This design comes from an exercise in tuning for small area, a short achievable clock period and few clock cycles per item on the open sky130 flow, not from production work. Power figures rest on the tool's default switching activity, not on a simulated workload.

==> lagoon: inputs <==
==> flow/design.v (excerpt) <==
module filter
 #(parameter DWIDTH = 16,
   parameter DDWIDTH = 2*DWIDTH,
	parameter L = 160,
	parameter L_LOG = 8,
	parameter M = 147,
	parameter M_LOG = 8,
	parameter CWIDTH = 4*L,
	parameter J = 4,
	parameter J_LOG = 2)
  (input clk,
   input rst,
	output req_in,
	input ack_in,
	input signed [0:DWIDTH-1] data_in,
	output req_out,
	input ack_out,
	output signed [0:DWIDTH-1] data_out);
Settings: LEC_CHECK=0, CAP_MARGIN=20, CORE_MARGIN=2, CORE_UTILIZATION=60, SLEW_MARGIN=20, SYNTH_MEMORY_MAX_BITS=16384; clock period 10.0 ns.
standard.sh (not shown) runs the stock make flow with config.mk's settings and CLKGATE_MAP_FILE= SYNTH_SCRIPT=/design/flow/synth_recipe.tcl, a recipe that flattens the netlist after the stock synthesis.
==> flow/flow/run.sh <==
#!/bin/bash
# Standard layout, with timing repair aiming below the clock period.
set -euo pipefail
bash standard.sh SETUP_SLACK_MARGIN=7.0 finish > standard_make.log 2>&1
==> inputs of delta, as changes to lagoon <==
Settings changed: CORE_UTILIZATION 60 to 40.
==> summary of the runs <==
In sequential cell count, lagoon and delta do not differ.
In lagoon the count of clock-buffer cells in the layout is higher than in delta, by 4.
Core utilization: lagoon is higher than delta (23 points).
Global-route usage: lagoon is higher than delta (11 points).
No run of this note included a check of the RTL's function; only the layout flow was run.

==> inputs of run G <==
Another version of the RTL of filter (not shown whole).
Design filter, start of the top module:
module filter
 #(parameter DWIDTH = 16,
   parameter DDWIDTH = 2*DWIDTH,
	parameter L = 160,
	parameter L_LOG = 8,
	parameter M = 147,
	parameter M_LOG = 8,
	parameter CWIDTH = 4*L,
	parameter J = 4,
	parameter J_LOG = 2)
  (input clk,
   input rst,
	output req_in,
	input ack_in,
	input signed [0:DWIDTH-1] data_in,
	output req_out,
	input ack_out,
	output signed [0:DWIDTH-1] data_out);
clock: 10.0 ns
lec_check: 0
cap_margin: 20
core_margin: 2
core_utilization: 40
slew_margin: 20
synth_memory_max_bits: 16384
Scripts as last shown in full above: flow/flow/run.sh
==> run X: changes against run G <==
==> flow/flow/run.sh (replaced) <==
#!/bin/bash
# Standard layout, with timing repair aiming below the clock period.
set -euo pipefail
bash standard.sh SETUP_SLACK_MARGIN=6.5 finish > standard_make.log 2>&1
==> comparison <==
Against run X, the combinational power of run G is larger by about 9%.
Between run X and run G, the lower non-clock buffer count is in run X (gap 44).
Against run G, the maximum frequency of run X is lower by 0.90%.
Between run G and run X, the lower register-to-register slack is in run X (gap 0.04 ns).
==> figures <==
metric                                              run G           run X
Number of clock buffers in the layout                  63              57
Launching point of the worst reg2reg path          r1[34]          r1[14]
Multi-input gate area                        17,600 sq um    17,200 sq um
WP data arrival                                   4.36 ns         4.41 ns
Part of the power in combinational logic            65.8%           63.8%
Cell area after layout                       31,400 sq um    30,300 sq um
Tightest hold margin                             0.426 ns        0.433 ns
Outcome                                    finished clean  finished clean
Leakage                                           12.2 nW         11.8 nW
Routed length on met2                           37,600 um       37,900 um
No functional check of the RTL was part of any run of this note.

==> v4 <==
Another version of the RTL of filter (not shown whole).
clock: 10.0 ns
lec_check: 0
cap_margin: 20
core_margin: 2
core_utilization: 40
cts_cluster_diameter: 100
cts_cluster_size: 25
slew_margin: 20
synth_memory_max_bits: 16384
==> flow/flow/run.sh <==
#!/bin/bash
# The standard layout (standard.sh), with these changes:
#  - synthesis skips the quick ABC pass inside Yosys's synth, so the adder
#    trees reach the full-adder extraction as written (same registers);
#  - timing repair aims below the clock period (larger setup margin).
set -euo pipefail
bash standard.sh SYNTH_ARGS=-noabc SETUP_SLACK_MARGIN=6.9 finish > standard_make.log 2>&1
==> v13 (differences from v4) <==
--- a/flow/design.v
+++ b/flow/design.v
@@ -25,15 +25,15 @@
   wire [15:0] din = data_in;
   reg [15:0] xb, x0, x1, x2, x3;    
   reg xbv;                          
   reg v0, v1, v2, v3;               
   reg [7:0] p;                      
   reg [7:0] a;                      
   reg opb;                          
-  reg a1, a2;                       
+  reg a1;                           
   reg b1, b2;                       
   reg fb_en;                        
   reg [1:0] nfl;                    
   reg full;                         
   reg spv;                          
   reg pend;                         
   reg [15:0] sp;
@@ -1512,35 +1512,36 @@
   wire [30:0] acv = (31'd1 << 4) & {31{ac[0]}} | (31'd1 << 8) & {31{ac[1]}} | (31'd1 << 12) & {31{ac[2]}} | (31'd1 << 16) & {31{ac[3]}} | (31'd1 << 20) & {31{ac[4]}} | (31'd1 << 24) & {31{ac[5]}} | (31'd1 << 28) & {31{ac[6]}};
   wire [30:0] res = acc + acv;             
   wire dfree = !pend & !req_out_r;         
   wire take = req_out_r & ack_out;         
   wire ld_d = dfree & (spv | full);
   wire ld_s = full & (dfree ? spv : !spv);
   always @(posedge clk) begin
-    if (req_in_r) xb <= din;
+    if (!xbv) xb <= din;                   
     if (shift) begin
       x0 <= xb; x1 <= x0; x2 <= x1; x3 <= x2;
     end
-    if (ld_d) dout <= spv ? sp : res[30:15];
     if (ld_s) sp <= res[30:15];
     if (rst) begin
+      dout <= 16'd0;
       req_in_r <= 1'b1;
       xbv <= 1'b0;
       v0 <= 1'b0; v1 <= 1'b0; v2 <= 1'b0; v3 <= 1'b0;
       p <= 8'd0;
       a <= 8'd0;
       opb <= 1'b0;
-      a1 <= 1'b0; a2 <= 1'b0; b1 <= 1'b0; b2 <= 1'b0;
+      a1 <= 1'b0; b1 <= 1'b0; b2 <= 1'b0;
       fb_en <= 1'b1;
       nfl <= 2'd0;
       full <= 1'b0;
       spv <= 1'b0;
       pend <= 1'b0;
       req_out_r <= 1'b0;
     end else begin
+      if (ld_d) dout <= spv ? sp : res[30:15];
       if (req_in_r & ack_in) req_in_r <= 1'b0;
       else if (!req_in_r & !ack_in & (!xbv | shift)) req_in_r <= 1'b1;
       if (req_in_r & ack_in) xbv <= 1'b1;
       else if (shift) xbv <= 1'b0;
       if (shift) begin
         v0 <= 1'b1; v1 <= v0; v2 <= v1; v3 <= v2;
       end
@@ -1550,15 +1551,14 @@
       end else if (opb) begin
         a <= pnext;
         p <= pnext;
         opb <= 1'b0;
       end
       a1 <= start;
       b1 <= opb;
-      a2 <= a1;
       b2 <= b1;
       fb_en <= !a1;
       nfl <= nfl + {1'b0, start} - {1'b0, take};
       full <= b2 | (full & !(ld_d & !spv) & !ld_s);
       spv <= ld_s | (spv & !ld_d);
       if (req_out_r) begin
         if (ack_out) req_out_r <= 1'b0;
==> flow/flow/run.sh (replaced) <==
#!/bin/bash
# The standard layout (standard.sh), with these changes:
#  - synthesis skips the quick ABC pass inside Yosys's synth, so the adder
#    trees reach the full-adder extraction as written (same registers);
#  - timing repair aims below the clock period (larger setup margin).
set -euo pipefail
bash standard.sh SYNTH_ARGS=-noabc SETUP_SLACK_MARGIN=6.95 finish > standard_make.log 2>&1
==> v3 (differences from v4) <==
--- a/flow/design.v
+++ b/flow/design.v
@@ -25,15 +25,15 @@
   wire [15:0] din = data_in;
   reg [15:0] xb, x0, x1, x2, x3;    
   reg xbv;                          
   reg v0, v1, v2, v3;               
   reg [7:0] p;                      
   reg [7:0] a;                      
   reg opb;                          
-  reg a1, a2;                       
+  reg a1;                           
   reg b1, b2;                       
   reg fb_en;                        
   reg [1:0] nfl;                    
   reg full;                         
   reg spv;                          
   reg pend;                         
   reg [15:0] sp;
@@ -1516,31 +1516,32 @@
   wire ld_d = dfree & (spv | full);
   wire ld_s = full & (dfree ? spv : !spv);
   always @(posedge clk) begin
     if (req_in_r) xb <= din;
     if (shift) begin
       x0 <= xb; x1 <= x0; x2 <= x1; x3 <= x2;
     end
-    if (ld_d) dout <= spv ? sp : res[30:15];
     if (ld_s) sp <= res[30:15];
     if (rst) begin
+      dout <= 16'd0;
       req_in_r <= 1'b1;
       xbv <= 1'b0;
       v0 <= 1'b0; v1 <= 1'b0; v2 <= 1'b0; v3 <= 1'b0;
       p <= 8'd0;
       a <= 8'd0;
       opb <= 1'b0;
-      a1 <= 1'b0; a2 <= 1'b0; b1 <= 1'b0; b2 <= 1'b0;
+      a1 <= 1'b0; b1 <= 1'b0; b2 <= 1'b0;
       fb_en <= 1'b1;
       nfl <= 2'd0;
       full <= 1'b0;
       spv <= 1'b0;
       pend <= 1'b0;
       req_out_r <= 1'b0;
     end else begin
+      if (ld_d) dout <= spv ? sp : res[30:15];
       if (req_in_r & ack_in) req_in_r <= 1'b0;
       else if (!req_in_r & !ack_in & (!xbv | shift)) req_in_r <= 1'b1;
       if (req_in_r & ack_in) xbv <= 1'b1;
       else if (shift) xbv <= 1'b0;
       if (shift) begin
         v0 <= 1'b1; v1 <= v0; v2 <= v1; v3 <= v2;
       end
@@ -1550,15 +1551,14 @@
       end else if (opb) begin
         a <= pnext;
         p <= pnext;
         opb <= 1'b0;
       end
       a1 <= start;
       b1 <= opb;
-      a2 <= a1;
       b2 <= b1;
       fb_en <= !a1;
       nfl <= nfl + {1'b0, start} - {1'b0, take};
       full <= b2 | (full & !(ld_d & !spv) & !ld_s);
       spv <= ld_s | (spv & !ld_d);
       if (req_out_r) begin
         if (ack_out) req_out_r <= 1'b0;
==> flow/flow/run.sh (replaced) <==
#!/bin/bash
# The standard layout (standard.sh), with these changes:
#  - synthesis skips the quick ABC pass inside Yosys's synth, so the adder
#    trees reach the full-adder extraction as written (same registers);
#  - timing repair aims below the clock period (larger setup margin).
set -euo pipefail
bash standard.sh SYNTH_ARGS=-noabc SETUP_SLACK_MARGIN=6.95 finish > standard_make.log 2>&1
==> v26 (differences from v4) <==
--- a/flow/design.v
+++ b/flow/design.v
@@ -25,15 +25,15 @@
   wire [15:0] din = data_in;
   reg [15:0] xb, x0, x1, x2, x3;    
   reg xbv;                          
   reg v0, v1, v2, v3;               
   reg [7:0] p;                      
   reg [7:0] a;                      
   reg opb;                          
-  reg a1, a2;                       
+  reg a1;                           
   reg b1, b2;                       
   reg fb_en;                        
   reg [1:0] nfl;                    
   reg full;                         
   reg spv;                          
   reg pend;                         
   reg [15:0] sp;
@@ -1512,35 +1512,36 @@
   wire [30:0] acv = (31'd1 << 4) & {31{ac[0]}} | (31'd1 << 8) & {31{ac[1]}} | (31'd1 << 12) & {31{ac[2]}} | (31'd1 << 16) & {31{ac[3]}} | (31'd1 << 20) & {31{ac[4]}} | (31'd1 << 24) & {31{ac[5]}} | (31'd1 << 28) & {31{ac[6]}};
   wire [30:0] res = acc + acv;             
   wire dfree = !pend & !req_out_r;         
   wire take = req_out_r & ack_out;         
   wire ld_d = dfree & (spv | full);
   wire ld_s = full & (dfree ? spv : !spv);
   always @(posedge clk) begin
-    if (req_in_r) xb <= din;
+    if (!xbv) xb <= din;                   
     if (shift) begin
       x0 <= xb; x1 <= x0; x2 <= x1; x3 <= x2;
     end
-    if (ld_d) dout <= spv ? sp : res[30:15];
     if (ld_s) sp <= res[30:15];
     if (rst) begin
+      dout <= 16'd0;
       req_in_r <= 1'b1;
       xbv <= 1'b0;
       v0 <= 1'b0; v1 <= 1'b0; v2 <= 1'b0; v3 <= 1'b0;
       p <= 8'd0;
       a <= 8'd0;
       opb <= 1'b0;
-      a1 <= 1'b0; a2 <= 1'b0; b1 <= 1'b0; b2 <= 1'b0;
+      a1 <= 1'b0; b1 <= 1'b0; b2 <= 1'b0;
       fb_en <= 1'b1;
       nfl <= 2'd0;
       full <= 1'b0;
       spv <= 1'b0;
       pend <= 1'b0;
       req_out_r <= 1'b0;
     end else begin
+      if (ld_d) dout <= spv ? sp : res[30:15];
       if (req_in_r & ack_in) req_in_r <= 1'b0;
       else if (!req_in_r & !ack_in & (!xbv | shift)) req_in_r <= 1'b1;
       if (req_in_r & ack_in) xbv <= 1'b1;
       else if (shift) xbv <= 1'b0;
       if (shift) begin
         v0 <= 1'b1; v1 <= v0; v2 <= v1; v3 <= v2;
       end
@@ -1550,15 +1551,14 @@
       end else if (opb) begin
         a <= pnext;
         p <= pnext;
         opb <= 1'b0;
       end
       a1 <= start;
       b1 <= opb;
-      a2 <= a1;
       b2 <= b1;
       fb_en <= !a1;
       nfl <= nfl + {1'b0, start} - {1'b0, take};
       full <= b2 | (full & !(ld_d & !spv) & !ld_s);
       spv <= ld_s | (spv & !ld_d);
       if (req_out_r) begin
         if (ack_out) req_out_r <= 1'b0;
==> flow/flow/run.sh (replaced) <==
#!/bin/bash
# The standard layout (standard.sh), with these changes:
#  - synthesis skips the quick ABC pass inside Yosys's synth, so the adder
#    trees reach the full-adder extraction as written (same registers);
#  - timing repair aims below the clock period (larger setup margin).
set -euo pipefail
bash standard.sh SYNTH_ARGS=-noabc SETUP_SLACK_MARGIN=7.0 finish > standard_make.log 2>&1
==> reports/results.tsv <==
stage	metric	value	unit
clocking	cts_resized	129	
synthesis	synthesis.nets	2964	
run_status	status	complete, no violations	
grt	grt_antenna_before_repair	0	
worst_setup_path	required	10.52	ns
floorplan	core_area	0.0641	mm^2
floorplan	start_util	40.3	%
grt	grtUsageMet2	41.4	%
floorplan	die-area	0.0666	mm^2
worst_setup_path	crit_chain	buf_6 -> nor2b_1 -> o21ai_0 -> o221ai_1 -> mux2i_2 -> a21oi_1 -> or3_1	
pwr	combinationalPower	0.00464	W
clocking	worstSkewPairLatency	0.60	ns
synthesis	synth_area_leaders	dfxtp_1 22%, fa_1 19%, edfxtp_1 9.3%	
sta	fin_ws	6.83	ns
-- figures above: v4

==> reports/results.tsv <==
stage	metric	value	unit
worst_setup_path	required	8.00	ns
floorplan	start_util	40.5	%
floorplan	core_area	0.0645	mm^2
grt	grtUsageMet2	37.7	%
pwr	combinationalPower	0.00494	W
clocking	cts_resized	176	
synthesis	syn_inst	2716	
worst_setup_path	crit_chain	buf_6	
floorplan	die-area	0.0673	mm^2
grt	grt_antenna_before_repair	0	
run_status	status	complete, no violations	
-- figures above: v13

==> reports/results.tsv <==
stage	metric	value	unit
clocking	cts_resized	204	
clocking	worstSkewPairLatency	0.55	ns
worst_setup_path	required	8.00	ns
worst_setup_path	crit_chain	buf_6	
synthesis	ys.flop_type	dfxtp_1	
synthesis	synth_area_leaders	dfxtp_1 23%, fa_1 19%, xnor2_1 7.4%	
floorplan	start_util	40.5	%
grt	grt_antenna_before_repair	1	
pwr	combinationalPower	0.00505	W
run_status	status	complete, no violations	
sta	fin_ws	6.94	ns
pwr	power.share.clock	11.4	%
-- figures above: v26

==> reports/results.tsv <==
stage	metric	value	unit
worst_setup_path	required	8.00	ns
synthesis	synth_area_leaders	dfxtp_1 23%, fa_1 19%, xnor2_1 7.7%	
synthesis	synthesis.nets	3029	
clocking	cts_resized	179	
run_status	status	complete, no violations	
worst_setup_path	crit_chain	buf_12 -> buf_6	
floorplan	start_util	40.2	%
clocking	worstSkewPairLatency	0.56	ns
-- figures above: v3

Function was not checked in any run of this note: the RTL went through the layout flow alone.

==> port drivers added, routing unchanged <==
No port has a modelled driver above. Below, the same layouts with a new extraction and two added sets of constraints.
Step 1, drivers: a clkbuf_16 drives clk and a buf_2 each remaining input, both assumed.
Step 2 also shifts input and output timing later by t, the mid clock arrival at the registers, as if the neighbouring blocks saw the same clock.
a / b / c = no drivers / after step 1 / after step 2; a / b = the first two.
run | t, ns | slack for setup (ns) | clock arrival spread, ns | worst data-port slew with drivers (ns) | pins driven straight from the clock port
lagoon | 0.633 | 6.514 / 6.514 / 6.514 | 0.027 / 0.027 | 0.05 | 1
delta | 0.629 | 6.622 / 6.622 / 6.622 | 0.038 / 0.037 | 0.05 | 1
run G | 0.617 | 6.086 / 6.086 / 6.086 | 0.015 / 0.016 | 0.05 | 1
run X | 0.630 | 6.051 / 6.051 / 6.051 | 0.018 / 0.018 | 0.05 | 1
v4 | 0.643 | 6.831 / 6.823 / 6.558 | 0.051 / 0.051 | 0.08 | 1
v13 | 0.607 | 6.917 / 6.855 / 6.406 | 0.031 / 0.031 | 0.04 | 1
v3 | 0.605 | 6.871 / 6.816 / 6.419 | 0.022 / 0.022 | 0.04 | 1
v26 | 0.599 | 6.939 / 6.879 / 6.506 | 0.033 / 0.034 | 0.07 | 1
After both steps setup and hold are still met in every run listed. For v13, which loses most, drivers alone change the setup slack by -0.062 ns; drivers and shift together by -0.511 ns.
